From an optimization exercise on the open Yosys and OpenROAD flow, aimed at small area and a short achievable clock period; shortcuts taken in it are not production practice.
RTL that was checked went through simulation tests only; none was proved equivalent to the original.
No functional check of the RTL was part of runs 4 and 5.
Power is estimated from default activity; no workload was simulated.

### flow/flow/run.sh
#!/bin/bash
# Standard layout with two changes: synthesis maps the logic with the ABC script
# in flow/abc_area.script (area-oriented mapping, then gate sizing), and the
# ports get a plain buf_2 as their buffer.
set -e
rm -rf scripts_mod
cp -r "$FLOW_HOME/scripts" scripts_mod
cp flow/abc_area.script scripts_mod/abc_area.script
export BUFFER_PORTS_ARGS="-buffer_cell sky130_fd_sc_hd__buf_2"
SCRIPTS_DIR=$PWD/scripts_mod bash standard.sh synth > synth.log 2>&1
bash standard.sh > standard.log 2>&1
### flow/flow/abc_area.script
strash
dch
map -a
topo
stime -c
buffer -c
upsize -c
dnsize -c
### flow/standard.sh
#!/bin/bash
# synth_recipe.tcl (not shown) runs the flow's synth.tcl, then flattens the netlist and writes it again
# the make line also repeats each setting of config.mk as NAME=value (left out here)
make -C /OpenROAD-flow-scripts/flow DESIGN_CONFIG=/design/flow/config.mk WORK_HOME=/design/flow/orfs CLKGATE_MAP_FILE= SYNTH_SCRIPT=/design/flow/synth_recipe.tcl "${@:-finish}"
### flow/config.mk
export PLATFORM = sky130hd
export DESIGN_NAME = floatingPointAdder
export DESIGN_NICKNAME = floatingPointAdder
export VERILOG_FILES = /design/flow/design.v
export SDC_FILE = /design/flow/constraint.sdc
export NUM_CORES = 4
export LEC_CHECK = 0
export ABC_AREA = 1
export CAP_MARGIN = 20
export CORE_MARGIN = 2
export CORE_UTILIZATION = 40
export CTS_BUF_LIST = sky130_fd_sc_hd__clkbuf_4 sky130_fd_sc_hd__clkbuf_8
export SETUP_SLACK_MARGIN = 4
export SLEW_MARGIN = 20
### flow/constraint.sdc
create_clock -name core_clock -period 11.0 [get_ports {clk}]
set_input_delay 2.2000 -clock core_clock [delete_from_list [all_inputs] [get_ports {clk}]]
set_output_delay 2.2000 -clock core_clock [all_outputs]
set_load 0.01 [all_outputs]
### flow/design.v
module D_ff(input clk, input reset, input d, output reg q);
	always @ (posedge clk)
	begin
		if(reset==1)
			q<=0;
		else
			q<=d;
	end
endmodule
module register32bits(input clk, input reset, input [31:0] numberIn, output [31:0] numberOut);
	D_ff d0(clk, reset, numberIn[0], numberOut[0]);
	D_ff d1(clk, reset, numberIn[1], numberOut[1]);
	D_ff d2(clk, reset, numberIn[2], numberOut[2]);
	D_ff d3(clk, reset, numberIn[3], numberOut[3]);
	D_ff d4(clk, reset, numberIn[4], numberOut[4]);
	D_ff d5(clk, reset, numberIn[5], numberOut[5]);
	D_ff d6(clk, reset, numberIn[6], numberOut[6]);
	D_ff d7(clk, reset, numberIn[7], numberOut[7]);
	D_ff d8(clk, reset, numberIn[8], numberOut[8]);
	D_ff d9(clk, reset, numberIn[9], numberOut[9]);
	D_ff d10(clk, reset, numberIn[10], numberOut[10]);
	D_ff d11(clk, reset, numberIn[11], numberOut[11]);
	D_ff d12(clk, reset, numberIn[12], numberOut[12]);
	D_ff d13(clk, reset, numberIn[13], numberOut[13]);
	D_ff d14(clk, reset, numberIn[14], numberOut[14]);
	D_ff d15(clk, reset, numberIn[15], numberOut[15]);
	D_ff d16(clk, reset, numberIn[16], numberOut[16]);
	D_ff d17(clk, reset, numberIn[17], numberOut[17]);
	D_ff d18(clk, reset, numberIn[18], numberOut[18]);
	D_ff d19(clk, reset, numberIn[19], numberOut[19]);
	D_ff d20(clk, reset, numberIn[20], numberOut[20]);
	D_ff d21(clk, reset, numberIn[21], numberOut[21]);
	D_ff d22(clk, reset, numberIn[22], numberOut[22]);
	D_ff d23(clk, reset, numberIn[23], numberOut[23]);
	D_ff d24(clk, reset, numberIn[24], numberOut[24]);
	D_ff d25(clk, reset, numberIn[25], numberOut[25]);
	D_ff d26(clk, reset, numberIn[26], numberOut[26]);
	D_ff d27(clk, reset, numberIn[27], numberOut[27]);
	D_ff d28(clk, reset, numberIn[28], numberOut[28]);
	D_ff d29(clk, reset, numberIn[29], numberOut[29]);
	D_ff d30(clk, reset, numberIn[30], numberOut[30]);
	D_ff d31(clk, reset, numberIn[31], numberOut[31]);
endmodule
module signDiffExpo(input [7:0] number1OutExpo, input [7:0] number2OutExpo, output reg [8:0] diffExpo);
	always @ (number1OutExpo or number2OutExpo)
	begin
		diffExpo=number1OutExpo-number2OutExpo;
	end
endmodule
module signToUnsign9(input [8:0] diffExpo, output reg sign, output reg [7:0] absDiff);
	always @ (diffExpo)
	begin
		sign=diffExpo[8];
		absDiff=diffExpo[7:0];
		if (sign==1)
		begin
			absDiff=~absDiff+1;
		end
	end
endmodule
module muxGreaterExpo(input [7:0] number1OutExpo, input [7:0] number2OutExpo, input sign, output reg [7:0] ResultExponent8bits);
	always @ (number1OutExpo or number2OutExpo or sign)
	begin
		case (sign)
			0:
			begin
				ResultExponent8bits=number1OutExpo;
			end
			1:
			begin
				ResultExponent8bits=number2OutExpo;
			end
		endcase
	end
endmodule
module muxInputFrac(input [24:0] in1, input [24:0] in2, input selOp, output reg [24:0] Op);
	always @ (in1 or in2 or selOp)
	begin
		case (selOp)
			0:
			begin
				Op=in1;
			end
			1:
			begin
				Op=in2;
			end
		endcase
	end
endmodule
module shiftRightOp1(input [24:0] tempOp, input [7:0] absDiff, output reg [24:0] shiftOp);
	always @ (tempOp or absDiff)
	begin
		shiftOp=tempOp>>absDiff;
	end
endmodule
module muxSign(input s1, input s2, input selSign, output reg ResultSign);
	always @ (s1 or s2 or selSign)
	begin
		case (selSign)
			0:
			begin
				ResultSign=s1;
			end
			1:
			begin
				ResultSign=s2;
			end
		endcase
	end
endmodule
module unsignToSign26b(input [24:0] in25bUnsigned, input sign, output reg [25:0] out26bSigned);
	always @ (in25bUnsigned or sign)
	begin
		out26bSigned={1'b0, in25bUnsigned};
		if (sign==1)
		begin
			out26bSigned=~out26bSigned+1;
		end
	end
endmodule
module bigALU(input [25:0] ALUin1, input [25:0] ALUin2, output reg [25:0] ALUout);
	always @ (ALUin1 or ALUin2)
	begin
		ALUout=ALUin1+ALUin2;
	end
endmodule
module signToUnsign26(input [25:0] ALUout, output reg sign, output reg [24:0] frac);
	always @ (ALUout)
	begin
		sign=ALUout[25];
		frac=ALUout[24:0];
		if (sign==1)
		begin
			frac=~frac+1;
		end
	end
endmodule
module floatingPointAdder(input [31:0] in1, input [31:0] in2, input clk, input reset, output ResultSign1bit, output [7:0] ResultExponent8bits, output [24:0] ResultFraction25bits);
	wire [31:0] g0 = {1'b0, in2[30:0] & ~in1[30:0]};
	wire [31:0] e0 = {1'b1, ~(in2[30:0] ^ in1[30:0])};
	wire [15:0] g1, e1;
	wire [7:0]  g2, e2;
	wire [3:0]  g3, e3;
	wire [1:0]  g4, e4;
	genvar i;
	generate
		for (i = 0; i < 16; i = i + 1) begin : lv1
			assign g1[i] = g0[2*i+1] | (e0[2*i+1] & g0[2*i]);
			assign e1[i] = e0[2*i+1] & e0[2*i];
		end
		for (i = 0; i < 8; i = i + 1) begin : lv2
			assign g2[i] = g1[2*i+1] | (e1[2*i+1] & g1[2*i]);
			assign e2[i] = e1[2*i+1] & e1[2*i];
		end
		for (i = 0; i < 4; i = i + 1) begin : lv3
			assign g3[i] = g2[2*i+1] | (e2[2*i+1] & g2[2*i]);
			assign e3[i] = e2[2*i+1] & e2[2*i];
		end
		for (i = 0; i < 2; i = i + 1) begin : lv4
			assign g4[i] = g3[2*i+1] | (e3[2*i+1] & g3[2*i]);
			assign e4[i] = e3[2*i+1] & e3[2*i];
		end
	endgenerate
	wire        swap   = g4[1] | (e4[1] & g4[0]);       
	wire        same   = e4[1] & e4[0];                 
	wire        sub    = in1[31] ^ in2[31];
	wire [8:0]  d12    = {1'b0, in1[30:23]} - {1'b0, in2[30:23]};
	wire [7:0]  d21    = in2[30:23] - in1[30:23];
	wire [7:0]  absd   = d12[8] ? d21 : d12[7:0];       
	wire [7:0]  expBig = swap ? in2[30:23] : in1[30:23];
	wire [22:0] fBig   = swap ? in2[22:0] : in1[22:0];
	wire        sBig   = swap ? in2[31] : in1[31];
	wire [23:0] sSm    = {1'b1, swap ? in1[22:0] : in2[22:0]} ^ {24{sub}};
	wire [23:0] l0     = absd[0] ? {sub, sSm[23:1]}        : sSm;
	wire [23:0] l1     = absd[1] ? {{2{sub}}, l0[23:2]}    : l0;
	wire [23:0] l2     = absd[2] ? {{4{sub}}, l1[23:4]}    : l1;
	wire [23:0] l3     = absd[3] ? {{8{sub}}, l2[23:8]}    : l2;
	wire [23:0] l4     = absd[4] ? {{16{sub}}, l3[23:16]}  : l3;
	wire [23:0] sAl    = (absd[7:5] != 0) ? {24{sub}} : l4;
	reg  [7:0]  rExp;
	reg  [22:0] rBig;
	reg  [23:0] rSm;
	reg         rSub, rSign;
	always @(posedge clk) begin
		if (reset) begin
			rExp  <= 8'd0;
			rBig  <= 23'd0;
			rSm   <= 24'h800000;
			rSub  <= 1'b0;
			rSign <= 1'b0;
		end else begin
			rExp  <= expBig;
			rBig  <= fBig;
			rSm   <= sAl;
			rSub  <= sub;
			rSign <= sBig & ~(sub & same);
		end
	end
	assign ResultFraction25bits = {2'b01, rBig} + {rSub, rSm} + {24'd0, rSub};
	assign ResultSign1bit       = rSign;
	assign ResultExponent8bits  = rExp;
endmodule
==> flow_summary.yaml, run 1 <==
synth:
  yosysMostFrequentCell: "nand2_1"
  yosys.area.top_type_share_pct: 20.67
  yosys.cell_types.count: 50
  ys_ff_latch: 57
  yosys.area_share.simple_pct: 15.66
  syn_nets: 943
  avgSynthCellArea_sq_um: 6.808
  synth-xor-area-share_pct: 8.384
  synthAdderAreaFrac_pct: 15.50
  ys_warn_count: 1
  async_flop_share_pct: 0
  syn_inst: 811
  synth_top_family_by_area: "compound AO/OA/AOI/OAI gates"
  synth.top_cells.by_count: "nand2_1 (133), a21oi_1 (115), inv_1 (97), o21ai_1 (70), ha_1 (62)"
  yosysSeqAreaShare_pct: 20.67
  synthesis.area_sq_um: 5522
  synth.area.top_cells: "dfxtp_1 (21%), ha_1 (14%), a21oi_1 (10%)"
  ys.flop_type: "dfxtp_1"
  synth_compound_area_share_pct: 28.42
  synth_mux_area_share_pct: 0.7251
  synth-edff-count: 0
  yosysTopAreaCell: "dfxtp_1"
clocking:
  tritoncts: "built"
  htreeDepth: 3
  cts_hold_buf: 0
  cts_resized: 0
  cts-root-buf: "clkbuf_8"
  cts.path.max_buffers: 2
  clock-sinks: 57
  post_cts_buffers: 0
  clk_pin_slew_ns: 0.06
  cts_buffers: 9
detailed_routing:
  dr_total_vias: 5475
  dr.pass1.iters: 5
  drt_iter0_drc: 379
  wl_um: 14650
  routedWlPerCell_um: 13.70
  drc_errors: 0
  vias_per_cell: 5.122
  drtAntennaViolNets: 0
setup_path:
  crit_path_end_kind: "output port"
  path_delay_family: "compound AO/OA/AOI/OAI gates"
  path_cells: "inv_1, fa_1, inv_1, fa_1, a31oi_1, o21ai_2, nand2_1, nand2_1, a21oi_1, o21bai_1, a21oi_2, o31ai_4, a21oi_2, o31ai_2, nand3_1, nand2_1, inv_1, nor4_1, nor4_2, xor2_1, buf_2"
  critPathMaxStageDelay_ns: 0.51
  cp.buffers_inverters: 4
  crit_slowest_cell: "fa_1"
  required_ns: 8.80
  crit_type: "flop to output port"
  cp.arrival_ns: 3.82
  start_kind: "flop"
  worstSetupPathDepth: 21
  cp_max_fo: 3
grt:
  grt_pass1_wl_um: 23560
  grt_pass1_vias: 4859
  grt_start_max_net_pins: 43
  grt_antenna_before_repair: 0
  track_usage_pct: 20.22
  gr-total-overflow: 0
min_path:
  hold_class: "primary input to flop"
  hold_depth: 3
placement:
  numPortBuffers: 99
  dpl_worst_slack_ns: 4.670
  globalplace.congestion: 0.9370
  dp_hpwl_um: 12000
timing:
  holdWs_ns: 2.113
  tns_ns: 0
  worstMarginPinSlew_ns: 0.8285
  fin_crit_sh_pct: 54.77
  maxSlewHeadroom_pct: 44.72
  layout_min_cycle_time_ns: 6.025
  hold_viol_final: 0
  worst_slack_ns: 4.975
  finalSetupViolCount: 0
  fmax_ghz: 0.1660
  finalMaxSlewViolations: 0
  rsz0062_at_grt: "no"
power:
  seq_power_share_pct: 26.8
  p_sw_share_pct: 45.11
  power_frac_comb_pct: 53.1
  p_sw_w: 0.0004143
  cellLeakagePower_nw: 3.164
  ir_drop_mv: 0.05103
  internal_power_w: 0.0005042
  pwr-share-clk_pct: 20.1
  powerDensity_nw_per_um2: 146.6
finish:
  area_growth_syn_to_layout_pct: 13.46
  drive_above_1_share_pct: 17.02
  n_antenna_cell: 0
  fin_nets: 1021
die:
  start_util_pct: 41.37
  die_h_um: 121.5
  die-width_um: 121.5
  core_area_sq_um: 13350
  pin_count: 100
  num_rows: 42
  dieArea_sq_um: 14760
run:
  maxCapViolations: 0
outcome:
  status: "complete, no violations"
cell usage in the layout, fill, tap and decap left out, types with 3 or more instances in the layout:
cell type | synthesis | layout
fa_1 | 4 | 4
a21oi_2 | 3 | 3
o21ai_0 | 56 | 56
o31ai_1 | 3 | 3
nand2_2 | 3 | 3
nand3_1 | 17 | 17
o221ai_1 | 3 | 3
inv_1 | 97 | 97
o211ai_1 | 3 | 3
o21bai_1 | 3 | 3
o21a_1 | 4 | 4
buf_4 | 3 | 6
nand4_1 | 4 | 4
mux2i_1 | 4 | 4
buf_2 | 8 | 99
a31oi_1 | 3 | 3
dfxtp_1 | 57 | 57
clkbuf_8 | 0 | 12
inv_2 | 6 | 6
xor2_1 | 47 | 47
nor2_1 | 37 | 37
clkinv_2 | 0 | 3
a21oi_1 | 115 | 115
ha_1 | 62 | 62
nand2_1 | 133 | 133
o21ai_1 | 70 | 70
xnor2_1 | 4 | 4
o21ai_2 | 8 | 8
worst min-delay path, stage by stage:
cell	delay (ns)
buf_2	0.11
inv_1	0.06
a21oi_1	0.05
power groups by stage:
stage | clock [W] | combinational (W) | sequential, W
CTS | 0.000187 | 0.000486 | 0.000246
floorplan | 0 | 0.000364 | 0.000244
global route | 0.000196 | 0.000551 | 0.000248
global placement | 0 | 0.000484 | 0.000250
detailed placement | 0 | 0.000484 | 0.000250
finish | 0.000184 | 0.000488 | 0.000246
state kept, by name, indices dropped and copies added (netlist names):
register	cells
rBig	23
rSub	1
rSign	1
rExp	8
rSm	24
final cells by class:
class	count	area [sq um]
Clock buffer	12	165.2
Clock inverter	3	15.01
Fill cell	1473	7083
Inverter	104	390.4
Multi-Input combinational cell	612	3792
Sequential cell	57	1141
Tap cell	176	220.2
Timing Repair Buffer	105	540.5
final timing paths:
path                                   end                from  slack (ns)
setup / recovery  ResultFraction25bits[24]  rBig[0]$_SDFF_PP0_        4.98
hold / removal          rExp[7]$_SDFF_PP0_             in2[30]        2.11
metrics by stage:
stage          util, %  power (W)  cells  cell area [sq um]
6_report         46.93  0.0009185   1069               6265
5_1_grt          46.93  0.0009950   1069               6265
4_1_cts          46.93  0.0009195   1069               6265
3_5_place_dp     45.58  0.0007344   1054               6085
3_3_place_gp     45.58  0.0007345   1054               6085
2_1_floorplan        -  0.0006086    811               5522
metal layers:
metal	global-route usage, %	wire length, um	part of all wire, %	vias to the layer above
li1	-	-	-	2876
met4	6.897	275	1.9	0
met3	3.618	971	6.6	20
met2	28.72	5867	40	164
met5	0	0	0	-
met1	30.34	7536	51	2415
kinds of logic after synthesis:
logic type | Yosys count
and+or+nand+nor | 206
AOI/OAI and AO/OA | 284
DFF | 57
muxes | 4
buffers and inverters | 142
xor gates and xnor gates | 52
adders and majority gates | 66
==> run 2, diff against run 1 <==
--- a/flow/config.mk
+++ b/flow/config.mk
@@ -12,3 +12,3 @@
 export CTS_BUF_LIST = sky130_fd_sc_hd__clkbuf_4 sky130_fd_sc_hd__clkbuf_8
-export SETUP_SLACK_MARGIN = 4
+export SETUP_SLACK_MARGIN = 3
 export SLEW_MARGIN = 20
==> flow_summary.yaml, run 2 <==
timing:
  maxSlewHeadroom_pct: 44.72
  rsz0062_at_grt: "no"
  finalSetupViolCount: 0
  worstMarginPinSlew_ns: 0.8285
  fin_crit_sh_pct: 54.77
  hold_viol_final: 0
  layout_min_cycle_time_ns: 6.025
  tns_ns: 0
  worst_slack_ns: 4.975
  fmax_ghz: 0.1660
  finalMaxSlewViolations: 0
die:
  dieArea_sq_um: 14760
  die_h_um: 121.5
  die-width_um: 121.5
  core_area_sq_um: 13350
  start_util_pct: 41.37
  pin_count: 100
  num_rows: 42
detailed_routing:
  vias_per_cell: 5.122
  drc_errors: 0
  wl_um: 14650
  dr_total_vias: 5475
  dr.pass1.iters: 5
  routedWlPerCell_um: 13.70
  drtAntennaViolNets: 0
  drt_iter0_drc: 379
placement:
  dp.cells: 1054
  dp_hpwl_um: 12000
  numPortBuffers: 99
  dpl_worst_slack_ns: 4.670
  globalplace.congestion: 0.9370
clocking:
  cts-root-buf: "clkbuf_8"
  htreeDepth: 3
  cts_resized: 0
  clk_pin_slew_ns: 0.06
  clock-sinks: 57
  post_cts_buffers: 0
  cts.path.max_buffers: 2
  cts_hold_buf: 0
  tritoncts: "built"
  cts_buffers: 9
finish:
  top_register: "rSm"
  final_cell_mix: "nand2_1 (133), a21oi_1 (115), buf_2 (99)"
  final_util_pct: 46.93
  drive_above_1_share_pct: 17.02
  instances_no_fill: 1069
  n_antenna_cell: 0
  final_common_cell: "nand2_1"
  reg_top3: "rSm: 24 flops, rBig: 23 flops, rExp: 8 flops"
  fin_nets: 1021
  area_growth_syn_to_layout_pct: 13.46
  largest_reg_flops: 24
grt:
  grt_pass1_wl_um: 23560
  gr-total-overflow: 0
  grt_pass1_vias: 4859
  track_usage_pct: 20.22
  grt_start_max_net_pins: 43
  grt_antenna_before_repair: 0
power:
  powerDensity_nw_per_um2: 146.6
  cellLeakagePower_nw: 3.164
  ir_drop_mv: 0.05103
setup_path:
  required_ns: 8.80
  endpoint: "ResultFraction25bits[24]"
  start_kind: "flop"
  crit_type: "flop to output port"
  cp.arrival_ns: 3.82
  crit_start: "rBig[0]$_SDFF_PP0_"
  worstSetupPathDepth: 21
  cp_max_fo: 3
  cp.buffers_inverters: 4
  crit_slowest_cell: "fa_1"
  path_cells: "inv_1, fa_1, inv_1, fa_1, a31oi_1, o21ai_2, nand2_1, nand2_1, a21oi_1, o21bai_1, a21oi_2, o31ai_4, a21oi_2, o31ai_2, nand3_1, nand2_1, inv_1, nor4_1, nor4_2, xor2_1, buf_2"
  path_delay_family: "compound AO/OA/AOI/OAI gates"
  crit_path_end_kind: "output port"
  critPathMaxStageDelay_ns: 0.51
synth:
  yosys.cell_types.count: 50
  syn_inst: 811
  synth_compound_area_share_pct: 28.42
  avgSynthCellArea_sq_um: 6.808
  yosys.area.top_type_share_pct: 20.67
  synthesis.area_sq_um: 5522
  syn_nets: 943
  yosysSeqAreaShare_pct: 20.67
  yosysMostFrequentCell: "nand2_1"
  ys_warn_count: 1
  synth.top_cells.by_count: "nand2_1 (133), a21oi_1 (115), inv_1 (97), o21ai_1 (70), ha_1 (62)"
  yosysTopAreaCell: "dfxtp_1"
  synth.area.top_cells: "dfxtp_1 (21%), ha_1 (14%), a21oi_1 (10%)"
  synth_top_family_by_area: "compound AO/OA/AOI/OAI gates"
  synth-xor-area-share_pct: 8.384
  synth-edff-count: 0
  async_flop_share_pct: 0
  ys.flop_type: "dfxtp_1"
  synth_mux_area_share_pct: 0.7251
  yosys.area_share.simple_pct: 15.66
  synthAdderAreaFrac_pct: 15.50
  ys_ff_latch: 57
run:
  maxCapViolations: 0
min_path:
  hold_class: "primary input to flop"
outcome:
  status: "complete, no violations"
-- run 2: cell counts in the layout (fill, tap and decap cells not counted) --
Identical to the previous run, type by type.
-- run 2: metrics by stage --
step           total power [W]  area (sq um)  hold WS [ns]
6_report             0.0009185          6265         2.113
5_1_grt              0.0009950          6265         2.124
2_1_floorplan        0.0006086          5522         2.328
3_3_place_gp         0.0007345          6085         2.481
4_1_cts              0.0009195          6265         2.105
3_5_place_dp         0.0007344          6085         2.482
-- run 2: cell families after synthesis --
| kind of cell | after synthesis |
|---|---|
| AO/OA/AOI/OAI | 284 |
| AND/OR/NAND/NOR | 206 |
| flip-flops | 57 |
| multiplexers | 4 |
| adder cells (fa/ha/maj) | 66 |
| XOR/XNOR | 52 |
| buffers and inverters | 142 |
-- run 2: how the worst min path moves through the flow --
stage / startpoint / to / cells after the start
after floorplan: in2[0] / rBig[0]$_SDFF_PP0_ / 2
after global placement: in1[16] / rBig[16]$_SDFF_PP0_ / 3
after detailed placement: in1[11] / rBig[11]$_SDFF_PP0_ / 3
after CTS: in2[30] / rExp[7]$_SDFF_PP0_ / 3
after global routing: in2[30] / rExp[7]$_SDFF_PP0_ / 3
final: in2[30] / rExp[7]$_SDFF_PP0_ / 3
-- run 2: cell type report --
cell class              instances  area [sq um]
fillers                      1473          7083
clock inverters                 3         15.01
repair buffers                105         540.5
inverters                     104         390.4
flip-flops and latches         57          1141
well taps                     176         220.2
multi-input cells             612          3792
clock buffers                  12         165.2
-- run 2: power by group --
part,internal [W],switching (W),total [W]
combinational,0.000175,0.000313,0.000488
sequential,0.000232,0.0000145,0.000246
clock,0.0000976,0.0000869,0.000184
-- run 2: tightest hold or removal path, cell delays in order --
cell	delay, ns
buf_2	0.11
inv_1	0.06
a21oi_1	0.05
-- run 2: metal layers --
metal | global-route usage [%] | part of all wire, % | up-vias
li1 | - | - | 2876
met1 | 30.34 | 51 | 2415
met2 | 28.72 | 40 | 164
met3 | 3.618 | 6.6 | 20
met4 | 6.897 | 1.9 | 0
met5 | 0 | 0 | -
==> run 3, diff against run 2 <==
--- a/flow/flow/run.sh
+++ b/flow/flow/run.sh
@@ -8,3 +8,3 @@
 cp flow/abc_area.script scripts_mod/abc_area.script
-export BUFFER_PORTS_ARGS="-buffer_cell sky130_fd_sc_hd__buf_2"
+export BUFFER_PORTS_ARGS="-buffer_cell sky130_fd_sc_hd__buf_1"
 SCRIPTS_DIR=$PWD/scripts_mod bash standard.sh synth > synth.log 2>&1
--- a/flow/config.mk
+++ b/flow/config.mk
@@ -12,3 +12,3 @@
 export CTS_BUF_LIST = sky130_fd_sc_hd__clkbuf_4 sky130_fd_sc_hd__clkbuf_8
-export SETUP_SLACK_MARGIN = 3
+export SETUP_SLACK_MARGIN = 5
 export SLEW_MARGIN = 20
==> flow_summary.yaml, run 3 <==
outcome:
  status: "complete, no violations"
synth:
  yosys.area.top_type_share_pct: 20.67
  yosysSeqAreaShare_pct: 20.67
  synth.area.top_cells: "dfxtp_1 (21%), ha_1 (14%), a21oi_1 (10%)"
  yosysMostFrequentCell: "nand2_1"
  yosys.cell_types.count: 50
  ys_ff_latch: 57
  ys.flop_type: "dfxtp_1"
  syn_inst: 811
  synth-edff-count: 0
  synthesis.area_sq_um: 5522
  ys_warn_count: 1
  synth.top_cells.by_count: "nand2_1 (133), a21oi_1 (115), inv_1 (97), o21ai_1 (70), ha_1 (62)"
  avgSynthCellArea_sq_um: 6.808
  yosysTopAreaCell: "dfxtp_1"
  async_flop_share_pct: 0
  syn_nets: 943
power:
  ir_drop_mv: 0.05188
  cellLeakagePower_nw: 2.941
  p_total_w: 0.0009412
  powerDensity_nw_per_um2: 149.3
finish:
  design_area_sq_um: 6302
  n_fill_cell: 1456
  top_register: "rSm"
  final_common_cell: "nand2_1"
  area_growth_syn_to_layout_pct: 14.14
  largest_reg_flops: 24
  reg_top3: "rSm: 24 flops, rBig: 23 flops, rExp: 8 flops"
  final_util_pct: 47.22
  regArea_sq_um: 1142
  multiInputGateArea_sq_um: 3872
  drive_above_1_share_pct: 8.435
  fin_nets: 1029
  n_antenna_cell: 0
  final_cell_mix: "nand2_1 (132), a21oi_1 (114), buf_1 (98)"
grt:
  grt_pass1_vias: 4798
  grt_antenna_before_repair: 0
  grt_pass1_wl_um: 23880
  track_usage_pct: 20.46
  gr-total-overflow: 0
  grt_start_max_net_pins: 67
clocking:
  htreeDepth: 3
  cts_hold_buf: 0
  cts_buffers: 9
  clk_pin_slew_ns: 0.07
  clock-sinks: 57
  tritoncts: "built"
  cts.path.max_buffers: 2
  cts-root-buf: "clkbuf_8"
die:
  die_h_um: 121.5
  die-width_um: 121.5
  pin_count: 100
  core_area_sq_um: 13350
  start_util_pct: 41.37
  num_rows: 42
  dieArea_sq_um: 14760
setup_path:
  crit_path_end_kind: "output port"
  required_ns: 8.80
  crit_slowest_cell: "fa_2"
  cp.buffers_inverters: 4
  critPathMaxStageDelay_ns: 0.42
  cp_max_fo: 3
  start_kind: "flop"
  crit_type: "flop to output port"
  path_delay_family: "compound AO/OA/AOI/OAI gates"
  path_cells: "inv_2, fa_2, inv_2, fa_2, a31oi_4, o21ai_2, nand2_1, nand2_1, a21oi_2, o21bai_1, a21oi_2, o31ai_4, a21oi_2, o31ai_2, nand3_1, nand2_2, inv_2, nor4_4, nor4_2, xor2_1, buf_2"
  cp.arrival_ns: 3.76
placement:
  placed_area_sq_um: 5953
  numPortBuffers: 99
  dp_hpwl_um: 11850
  globalplace.congestion: 0.9512
detailed_routing:
  wl_um: 14690
  drc_errors: 0
  routedWlPerCell_um: 13.64
  drtAntennaViolNets: 0
  dr_total_vias: 5487
  vias_per_cell: 5.095
  drt_iter0_drc: 367
  dr.pass1.iters: 5
timing:
  layout_min_cycle_time_ns: 5.957
  fmax_ghz: 0.1679
  rsz0062_at_grt: "yes"
  maxSlewHeadroom_pct: 53.53
  worstMarginPinSlew_ns: 0.6969
  finalSetupViolCount: 0
  holdWs_ns: 2.107
  hold_viol_final: 0
  fin_crit_sh_pct: 54.16
  tns_ns: 0
  finalMaxSlewViolations: 0
run:
  maxCapViolations: 0
min_path:
  hold_class: "primary input to flop"
## run 3: cell counts after synthesis
No cell type changed its count.
## run 3: layout make-up
type | instances | share of cell area, %
Inverter | 104 | 6.194
Timing Repair Buffer | 113 | 7.584
Tap cell | 176 | 3.494
Sequential cell | 57 | 18.13
Clock inverter | 3 | 0.6353
Multi-Input combinational cell | 612 | 61.45
Clock buffer | 12 | 2.521
## run 3: final timing paths
kind | from | endpoint | slack (ns) | cells past startpoint
max | rSm[0]$_SDFF_PP0_ | ResultFraction25bits[24] | 5.04 | 21
min | in2[28] | rExp[5]$_SDFF_PP0_ | 2.11 | 3
## run 3: power breakdown
group	switching [W]	internal (W)	total, W
clock	0.0000854	0.000117	0.000203
sequential	0.0000146	0.000232	0.000247
combinational	0.000321	0.000171	0.000492
total	0.000421	0.000520	0.000941
## run 3: logic make-up after synthesis
group	Yosys count	share of synthesized area [%]
mux	4	0.7252
xor+xnor	52	8.384
flops	57	20.67
compound gates	284	28.42
buf+inv	142	10.65
simple gates	206	15.66
fa+ha+maj	66	15.50
## run 3: what timing repair did
| action | CTS | global route |
|---|---|---|
| gates resized for setup | 3 | 18 |
| pin swaps | 1 | 16 |
| setup buffers | 1 | 8 |
| endpoints found under the setup margin | 8 | 27 |
## run 3: stage by stage
step	worst slack [ns]	cells
detailed placement	4.488	1053
finish	5.043	1077
floorplan	5.798	811
global route	4.810	1077
CTS	5.062	1069
global placement	4.579	1053
## run 3: metal layers
metal / track usage [%] / wire length (um) / share of wire, %
met5: 0 / 0 / 0
met4: 6.250 / 206 / 1.4
met3: 3.195 / 876 / 6.0
met2: 28.27 / 5814 / 40
met1: 31.95 / 7795 / 53
==> run 4, diff against run 3 <==
--- a/flow/design.v
+++ b/flow/design.v
@@ -199,3 +199,4 @@
 	end
-	assign ResultFraction25bits = {2'b01, rBig} + {rSub, rSm} + {24'd0, rSub};
+	wire [25:0] sum = {2'b01, rBig, 1'b1} + {rSub, rSm, rSub};
+	assign ResultFraction25bits = sum[25:1];
 	assign ResultSign1bit       = rSign;
--- a/flow/flow/run.sh
+++ b/flow/flow/run.sh
@@ -8,3 +8,3 @@
 cp flow/abc_area.script scripts_mod/abc_area.script
-export BUFFER_PORTS_ARGS="-buffer_cell sky130_fd_sc_hd__buf_1"
+export BUFFER_PORTS_ARGS="-buffer_cell sky130_fd_sc_hd__buf_2"
 SCRIPTS_DIR=$PWD/scripts_mod bash standard.sh synth > synth.log 2>&1
==> flow/flow/abc_area.script (replaced) <==
strash
dch
map -D 2500
topo
stime -c
buffer -c
upsize -c -D 2500
dnsize -c -D 2500
==> flow_summary.yaml, run 4 <==
finish:
  n_antenna_cell: 0
  design_area_sq_um: 6576
  final_common_cell: "a21oi_1"
  top_register: "rSm"
  area_growth_syn_to_layout_pct: 19.35
  largest_reg_flops: 24
  fin_nets: 1038
  instances_no_fill: 1087
  drive_above_1_share_pct: 18.77
  reg_top3: "rSm: 24 flops, rBig: 23 flops, rExp: 8 flops"
  final_cell_mix: "a21oi_1 (114), nand2_1 (106), buf_2 (99)"
  n_fill_cell: 1438
detailed_routing:
  drtAntennaViolNets: 0
  wl_um: 15790
  vias_per_cell: 5.204
  dr_total_vias: 5657
  drt_iter0_drc: 399
  dr.pass1.iters: 5
  routedWlPerCell_um: 14.53
  drc_errors: 0
clocking:
  cts-root-buf: "clkbuf_8"
  clock-sinks: 57
  cts_buffers: 9
  clk_pin_slew_ns: 0.07
  tritoncts: "built"
  cts_hold_buf: 0
  cts.path.max_buffers: 2
  htreeDepth: 3
power:
  ir_drop_mv: 0.06494
  powerDensity_nw_per_um2: 149.5
  cellLeakagePower_nw: 3.241
die:
  die_h_um: 121.4
  num_rows: 42
  start_util_pct: 41.28
  pin_count: 100
  die-width_um: 121.4
  dieArea_sq_um: 14730
  core_area_sq_um: 13350
timing:
  worst_slack_ns: 5.252
  fin_crit_sh_pct: 52.26
  finalSetupViolCount: 0
  finalMaxSlewViolations: 0
  maxSlewHeadroom_pct: 54.54
  tns_ns: 0
  worstMarginPinSlew_ns: 0.6777
  hold_viol_final: 0
  fmax_ghz: 0.1740
  layout_min_cycle_time_ns: 5.748
  rsz0062_at_grt: "yes"
  holdWs_ns: 2.110
synth:
  syn_nets: 943
  synth.area.top_cells: "dfxtp_1 (21%), ha_1 (14%), a21oi_1 (11%)"
  synth-edff-count: 0
  yosysTopAreaCell: "dfxtp_1"
  yosys.cell_types.count: 46
  synthesis.area_sq_um: 5510
  avgSynthCellArea_sq_um: 6.794
  synth.top_cells.by_count: "a21oi_1 (121), nand2_1 (107), inv_1 (91), nor2_1 (76), o21ai_0 (68)"
  yosys.area.top_type_share_pct: 20.71
  yosysMostFrequentCell: "a21oi_1"
  ys_ff_latch: 57
  syn_inst: 811
  ys.flop_type: "dfxtp_1"
  ys_warn_count: 1
  async_flop_share_pct: 0
  yosysSeqAreaShare_pct: 20.71
grt:
  grt_pass1_wl_um: 25060
  grt_pass1_vias: 5174
  gr-total-overflow: 0
  grt_antenna_before_repair: 0
  track_usage_pct: 21.40
  grt_start_max_net_pins: 74
setup_path:
  start_kind: "flop"
  cp.arrival_ns: 3.55
  crit_path_end_kind: "output port"
  timing.critical_path.mode_cell: "a21oi_2"
  required_ns: 8.80
  crit_type: "flop to output port"
  cp_max_fo: 4
  crit_slowest_cell: "dfxtp_1"
  critPathMaxStageDelay_ns: 0.38
  path_cells: "ha_4, nand2_1, nor2_1, a211oi_2, o21ai_2, a21oi_2, inv_1, a21oi_2, inv_1, a21oi_2, inv_1, a21oi_2, o31ai_1, nand3_1, nand2_1, a211oi_4, xor2_1, buf_2"
placement:
  dp_hpwl_um: 12020
  dpl_worst_slack_ns: 4.334
  dp.cells: 1056
  numPortBuffers: 99
  placed_area_sq_um: 6085
  globalplace.congestion: 0.8934
run:
  maxCapViolations: 0
min_path:
  hold_class: "primary input to flop"
outcome:
  status: "complete, no violations"
[run 4: cell count changes after synthesis, sizes merged, moves of 3 or more]
cell,previous run,this run
clkinv,1,4
nor4,4,1
or2,2,6
o21ai,134,111
a21oi,118,126
inv,103,92
nand2,136,107
nor2,39,78
mux2i,4,12
[run 4: worst max-delay path, delay by kind of cell (launching register included)]
kind                       cells  cell delay [ns]
DFF                            1             0.38
AOI/OAI and AO/OA              8             1.69
adders and majority gates      1             0.23
xor gates and xnor gates       1             0.17
and+or+nand+nor                4             0.32
buffers and inverters          4             0.40
[run 4: worst paths after layout]
path | to | startpoint | cells past startpoint
min | rExp[3]$_SDFF_PP0_ | in1[26] | 3
max | ResultFraction25bits[24] | rSm[1]$_SDFF_PP0_ | 18
[run 4: final cells by class]
class	instances	area [sq um]	share of cell area, %
Clock buffer	14	180.2	2.740
Clock inverter	2	35.03	0.5327
Inverter	96	365.4	5.556
Multi-Input combinational cell	624	3976	60.46
Sequential cell	57	1141	17.35
Tap cell	176	220.2	3.349
Timing Repair Buffer	118	658.1	10.01
[run 4: kinds of logic (layout without fill, tap and decap cells)]
group	Yosys count	after routing	synth area share, %
and+or+nand+nor	221	222	16.74
xor gates and xnor gates	54	54	8.583
AOI/OAI and AO/OA	270	270	26.61
DFF	57	57	20.71
muxes	12	12	2.180
adders and majority gates	66	66	15.40
buffers and inverters	131	230	9.786
[run 4: repair_timing]
| item | in CTS | in global routing |
|---|---|---|
| endpoints found under the hold margin | 0 | 0 |
| cloned | 0 | 1 |
| pin swaps | 2 | 15 |
| setup buffers | 1 | 13 |
| endpoints found under the setup margin | 26 | 27 |
| gates resized for setup | 14 | 20 |
[run 4: report_power, final]
group	leakage, nW	internal (W)	switching (W)
clock	0.114	0.000128	0.0000903
sequential	0.476	0.000232	0.0000118
combinational	2.65	0.000195	0.000326
total	3.24	0.000555	0.000428
[run 4: metrics by stage]
step	utilization [%]	total power [W]
after detailed placement	45.58	0.0007290
after floorplan	-	0.0006000
after CTS	47.64	0.0009578
after global routing	49.27	0.001061
final	49.27	0.0009833
after global placement	45.58	0.0007289
[run 4: layer usage]
| metal | track usage, % | vias up | routed length [um] |
|---|---|---|---|
| met2 | 36.73 | 164 | 7465 |
| met4 | 6.394 | 0 | 272 |
| met1 | 27.56 | 2560 | 7323 |
| li1 | - | 2916 | - |
| met3 | 3.383 | 17 | 730 |
| met5 | 0 | - | 0 |
==> run 5, diff against run 4 <==
==> flow/flow/abc_area.script (replaced) <==
strash
dch
map -D 3000
topo
stime -c
buffer -c
upsize -c -D 3000
dnsize -c -D 3000
==> flow_summary.yaml, run 5 <==
detailed_routing:
  drc_errors: 0
  wl_um: 16220
  drtAntennaViolNets: 0
  drt_iter0_drc: 379
  routedWlPerCell_um: 14.90
  vias_per_cell: 5.170
  dr_total_vias: 5625
  dr.pass1.iters: 5
timing:
  maxSlewHeadroom_pct: 59.02
  layout_min_cycle_time_ns: 5.807
  fmax_ghz: 0.1722
  tns_ns: 0
  rsz0062_at_grt: "yes"
  fin_crit_sh_pct: 52.79
  hold_viol_final: 0
  finalMaxSlewViolations: 0
  finalSetupViolCount: 0
  worstMarginPinSlew_ns: 0.6138
synth:
  synth.top_cells.by_count: "o21ai_0 (135), nand2_1 (130), a21oi_1 (113), inv_1 (107), ha_1 (63)"
  ys_ff_latch: 57
  ys.flop_type: "dfxtp_1"
  yosysTopAreaCell: "dfxtp_1"
  yosysMostFrequentCell: "o21ai_0"
  syn_inst: 822
  synth-edff-count: 0
  synthesis.area_sq_um: 5435
  yosys.cell_types.count: 36
  avgSynthCellArea_sq_um: 6.612
  ys_warn_count: 1
  async_flop_share_pct: 0
  syn_nets: 954
  synth.area.top_cells: "dfxtp_1 (21%), ha_1 (15%), o21ai_0 (12%)"
  yosys.area.top_type_share_pct: 20.99
  yosysSeqAreaShare_pct: 20.99
clocking:
  clock-sinks: 57
  cts_hold_buf: 0
  cts_buffers: 9
  htreeDepth: 3
  cts.path.max_buffers: 2
  clk_pin_slew_ns: 0.07
  cts-root-buf: "clkbuf_8"
  tritoncts: "built"
finish:
  final_common_cell: "o21ai_0"
  final_cell_mix: "o21ai_0 (130), nand2_1 (127), a21oi_1 (111)"
  area_growth_syn_to_layout_pct: 18.25
  design_area_sq_um: 6427
  n_antenna_cell: 0
  final_util_pct: 48.54
  top_register: "rSm"
  fin_nets: 1039
  drive_above_1_share_pct: 16.12
  reg_top3: "rSm: 24 flops, rBig: 23 flops, rExp: 8 flops"
  instances_no_fill: 1088
  largest_reg_flops: 24
setup_path:
  crit_slowest_cell: "fa_2"
  cp.arrival_ns: 3.61
  path_delay_family: "compound AO/OA/AOI/OAI gates"
  critPathMaxStageDelay_ns: 0.41
  timing.critical_path.mode_cell: "nor2_1"
  start_kind: "flop"
  crit_type: "flop to output port"
  path_cells: "inv_1, fa_2, o21ai_2, a21oi_1, o21bai_1, a21o_1, a21oi_1, nor2_1, nor2_1, nor2_1, nor2_2, o31ai_2, nand3_1, nand2_2, a21oi_2, inv_1, nand3_1, nand2_2, inv_2, o31ai_4, xnor2_1, buf_2"
  crit_path_end_kind: "output port"
  cp_max_fo: 3
  cp.buffers_inverters: 4
  required_ns: 8.80
run:
  maxCapViolations: 0
die:
  dieArea_sq_um: 14540
  die_h_um: 120.6
  pin_count: 100
  start_util_pct: 41.04
  core_area_sq_um: 13240
  die-width_um: 120.6
  num_rows: 42
power:
  ir_drop_mv: 0.06140
  cellLeakagePower_nw: 3.233
  powerDensity_nw_per_um2: 154.8
placement:
  numPortBuffers: 99
  placed_area_sq_um: 6071
  dp_hpwl_um: 12800
  globalplace.congestion: 0.9206
  dp.cells: 1068
grt:
  track_usage_pct: 22.11
  grt_start_max_net_pins: 45
  gr-total-overflow: 0
  grt_pass1_vias: 5024
  grt_antenna_before_repair: 0
  grt_pass1_wl_um: 25390
min_path:
  hold_class: "primary input to flop"
outcome:
  status: "complete, no violations"
run 5: path summary, 6_finish.rpt:
check,from,end,slack (ns),cells past startpoint
hold / removal,in2[0],rBig[0]$_SDFF_PP0_,2.11,3
setup / recovery,rSm[0]$_SDFF_PP0_,ResultFraction25bits[23],5.19,22
run 5: final cells by class:
cell class / instances / area [sq um]
sequential: 57 / 1144
multi-input combinational: 623 / 3840
clock buffer: 11 / 145.1
inverter: 107 / 405.4
fill: 1432 / 6815
tap: 176 / 220.2
clock inverter: 5 / 102.6
timing repair buffer: 109 / 570.5
run 5: through the flow:
stage | setup slack (ns) | hold slack (ns) | total power (W)
5_1_grt | 4.950 | 2.108 | 0.001069
3_5_place_dp | 4.428 | 2.480 | 0.0007311
6_report | 5.193 | 2.113 | 0.0009949
2_1_floorplan | 5.764 | 2.284 | 0.0005839
3_3_place_gp | 4.522 | 2.479 | 0.0007321
4_1_cts | 4.966 | 2.110 | 0.0009840
run 5: cells by family (layout without fill, tap and decap cells):
| logic type | Yosys count | after routing | synth area share [%] |
|---|---|---|---|
| XOR/XNOR | 54 | 54 | 8.702 |
| AO/OA/AOI/OAI | 285 | 285 | 28.15 |
| AND/OR/NAND/NOR | 210 | 211 | 15.38 |
| multiplexers | 7 | 7 | 1.289 |
| adder cells (fa/ha/maj) | 66 | 66 | 15.61 |
| buffers and inverters | 143 | 232 | 9.876 |
| flip-flops | 57 | 57 | 20.99 |
run 5: power breakdown:
part | internal, W | switching (W) | leakage, nW
Combinational | 0.000176 | 0.000323 | 2.63
Clock | 0.000159 | 0.0000910 | 0.123
Sequential | 0.000232 | 0.0000135 | 0.477
Total | 0.000567 | 0.000428 | 3.23
run 5: metal layers:
metal	vias up	GRT usage, %	share of wire (%)
li1	2933	-	-
met1	2513	30.19	48
met2	163	36.62	45
met3	16	3.255	5.8
met4	0	5.451	1.9
met5	-	0	0
run 5: what timing repair did:
item,CTS,global route
endpoints found under the setup margin,19,24
setup buffers,0,3
resized for setup,6,19
cloned,0,1
pin swaps,0,11
run 5: tightest hold or removal path: stages:
cell	delay, ns
buf_2	0.12
inv_1	0.05
a21oi_1	0.05
==> run 6, diff against run 5 <==
--- a/flow/design.v
+++ b/flow/design.v
@@ -199,4 +199,3 @@
 	end
-	wire [25:0] sum = {2'b01, rBig, 1'b1} + {rSub, rSm, rSub};
-	assign ResultFraction25bits = sum[25:1];
+	assign ResultFraction25bits = {2'b01, rBig} + {rSub, rSm} + {24'd0, rSub};
 	assign ResultSign1bit       = rSign;
==> flow/flow/abc_area.script (replaced) <==
strash
dch
map -a
topo
stime -c
buffer -c
upsize -c
dnsize -c
==> flow_summary.yaml, run 6 <==
clocking:
  cts-root-buf: "clkbuf_8"
  htreeDepth: 3
  tritoncts: "built"
  cts_buffers: 9
  clock-sinks: 57
  cts.path.max_buffers: 2
  clk_pin_slew_ns: 0.07
  cts_hold_buf: 0
die:
  start_util_pct: 41.37
  dieArea_sq_um: 14760
  die_h_um: 121.5
  num_rows: 42
  die-width_um: 121.5
  pin_count: 100
  core_area_sq_um: 13350
finish:
  design_area_sq_um: 6371
  fin_nets: 1027
  area_growth_syn_to_layout_pct: 15.39
  reg_top3: "rSm: 24 flops, rBig: 23 flops, rExp: 8 flops"
  drive_above_1_share_pct: 18.80
  final_cell_mix: "nand2_1 (132), a21oi_1 (114), buf_2 (99)"
  largest_reg_flops: 24
  final_common_cell: "nand2_1"
  top_register: "rSm"
  instances_no_fill: 1075
  n_antenna_cell: 0
synth:
  yosysMostFrequentCell: "nand2_1"
  synth.area.top_cells: "dfxtp_1 (21%), ha_1 (14%), a21oi_1 (10%)"
  syn_nets: 943
  ys.flop_type: "dfxtp_1"
  yosysSeqAreaShare_pct: 20.67
  yosys.cell_types.count: 50
  avgSynthCellArea_sq_um: 6.808
  synth-edff-count: 0
  syn_inst: 811
  yosysTopAreaCell: "dfxtp_1"
  yosys.area.top_type_share_pct: 20.67
  ys_warn_count: 1
  synthesis.area_sq_um: 5522
  ys_ff_latch: 57
  synth.top_cells.by_count: "nand2_1 (133), a21oi_1 (115), inv_1 (97), o21ai_1 (70), ha_1 (62)"
  async_flop_share_pct: 0
detailed_routing:
  dr.pass1.iters: 5
  dr.max_layer_used: "met4"
  drt_iter0_drc: 320
  wl_um: 14840
  dr_total_vias: 5485
  route.met3.wl_um: 974
  wl_met1_um: 7599
  routedWlPerCell_um: 13.81
  drtAntennaViolNets: 0
  drc_errors: 0
  vias_per_cell: 5.102
  wl_met2_um: 6004
timing:
  fmax_ghz: 0.1750
  tns_ns: 0
  worstMarginPinSlew_ns: 0.7760
  finalMaxSlewViolations: 0
  rsz0062_at_grt: "no"
  finalSetupViolCount: 0
  fin_crit_sh_pct: 51.96
  hold_viol_final: 0
  layout_min_cycle_time_ns: 5.716
  maxSlewHeadroom_pct: 48.07
  worst_slack_ns: 5.284
power:
  cellLeakagePower_nw: 3.195
  ir_drop_mv: 0.05103
  powerDensity_nw_per_um2: 146.2
placement:
  globalplace.congestion: 0.9370
  dpl_worst_slack_ns: 4.670
  dp.cells: 1054
  numPortBuffers: 99
  dp_hpwl_um: 12000
  placed_area_sq_um: 6085
setup_path:
  crit_type: "flop to output port"
  crit_start: "rBig[0]$_SDFF_PP0_"
  required_ns: 8.80
  cp.arrival_ns: 3.52
  start_kind: "flop"
  cp_max_fo: 2
  endpoint: "ResultFraction25bits[24]"
  crit_path_end_kind: "output port"
grt:
  track_usage_pct: 20.25
  grt_start_max_net_pins: 43
  grt_pass1_vias: 4872
  gr-total-overflow: 0
  grt_pass1_wl_um: 23590
  grt_antenna_before_repair: 0
outcome:
  status: "complete, no violations"
run:
  maxCapViolations: 0
min_path:
  hold_start: "in2[30]"
  hold_class: "primary input to flop"
-- run 6: cell types whose count changed in the layout (fill, tap and decap cells not counted), sizes merged, moves of 3 or more --
cell,change
bufinv,-3
mux2i,-3
inv,-3
a21oi,+5
clkinv,+3
nor2,-12
nand2,+5
o31ai,-3
-- run 6: final cells by class --
cell class              count  area (sq um)
multi-input cells         612          3849
fillers                  1466          6977
repair buffers            111         589.3
clock inverters             3         15.01
well taps                 176         220.2
inverters                 104         390.4
clock buffers              12         165.2
flip-flops and latches     57          1142
-- run 6: worst min path at each step --
stage,to,slack [ns],cells past startpoint
6_report,rExp[7]$_SDFF_PP0_,2.11,3
2_1_floorplan,rBig[0]$_SDFF_PP0_,2.33,2
5_1_grt,rExp[7]$_SDFF_PP0_,2.12,3
4_1_cts,rExp[7]$_SDFF_PP0_,2.10,3
3_3_place_gp,rBig[16]$_SDFF_PP0_,2.48,3
3_5_place_dp,rBig[11]$_SDFF_PP0_,2.48,3
-- run 6: power by group --
part	switching [W]	internal [W]	leakage, nW
clock network	0.0000867	0.0000976	0.0980
registers	0.0000147	0.000232	0.477
logic	0.000319	0.000182	2.62
total	0.000420	0.000512	3.20
-- run 6: timing repair --
action | in CTS | in global routing
setup endpoints to repair | 1 | 31
buffers inserted | 0 | 6
endpoints found under the hold margin | 0 | 0
gates resized for setup | 1 | 14
pin swaps | 0 | 0
-- run 6: kinds of logic after synthesis --
kind of cell | after synthesis | synth area share [%]
buffers and inverters | 142 | 10.65
xor gates and xnor gates | 52 | 8.384
adders and majority gates | 66 | 15.50
muxes | 4 | 0.7252
DFF | 57 | 20.67
AOI/OAI and AO/OA | 284 | 28.42
and+or+nand+nor | 206 | 15.66
-- run 6: metrics by stage --
step / total power (W) / hold WS (ns) / util (%)
4_1_cts: 0.0009199 / 2.105 / 46.98
3_5_place_dp: 0.0007344 / 2.482 / 45.58
6_report: 0.0009316 / 2.114 / 47.73
2_1_floorplan: 0.0006086 / 2.328 / -
3_3_place_gp: 0.0007345 / 2.481 / 45.58
5_1_grt: 0.001008 / 2.124 / 47.73
-- run 6: per-layer routing --
metal / global-route usage (%) / vias to the layer above
li1: - / 2885
met4: 6.897 / 0
met5: 0 / -
met1: 30.37 / 2417
met3: 3.618 / 16
met2: 28.79 / 167
-- run 6: worst max-delay path, stage by stage, from the launching register on --
cell and delay [ns]:
dfxtp_2 0.32, inv_2 0.04, fa_2 0.43, inv_2 0.08, fa_2 0.22, a31oi_4 0.09, o21ai_2 0.15, nand2_1 0.06
nand2_1 0.08, a21oi_2 0.07, o21bai_1 0.17, a21oi_2 0.10, o31ai_4 0.21, a21oi_2 0.11, o31ai_2 0.25, nand3_1 0.13
nand2_2 0.10, inv_2 0.04, nor4_2 0.16, nor4_2 0.07, xor2_1 0.16, buf_2 0.16

[re-timing with driven ports]
The results above use ideal ports. As a check the final layouts listed here were re-extracted and re-timed, cells and wires unchanged. Step 1 assumes that a clkbuf_16 drives the clock port and a buf_2 every other input. Step 2 times the ports against the registers' clock, not the clock port: input delays grow and output delays shrink by t, the midpoint of the rising clock arrivals with the driver on. Three values: ideal, step 1, step 2; two values: the first two.
run	t (ns)	setup slack, ns	slew at the worst register clock pin (ns)
run 1	0.390	4.975 / 4.941 / 4.639	0.07 / 0.07
run 2	0.390	4.975 / 4.941 / 4.639	0.07 / 0.07
run 3	0.386	5.043 / 5.009 / 5.156	0.07 / 0.07
run 4	0.386	5.252 / 5.218 / 5.023	0.07 / 0.07
run 5	0.373	5.193 / 5.161 / 4.936	0.08 / 0.08
run 6	0.390	5.284 / 5.250 / 4.976	0.07 / 0.07
After both steps every run listed still meets setup and hold.
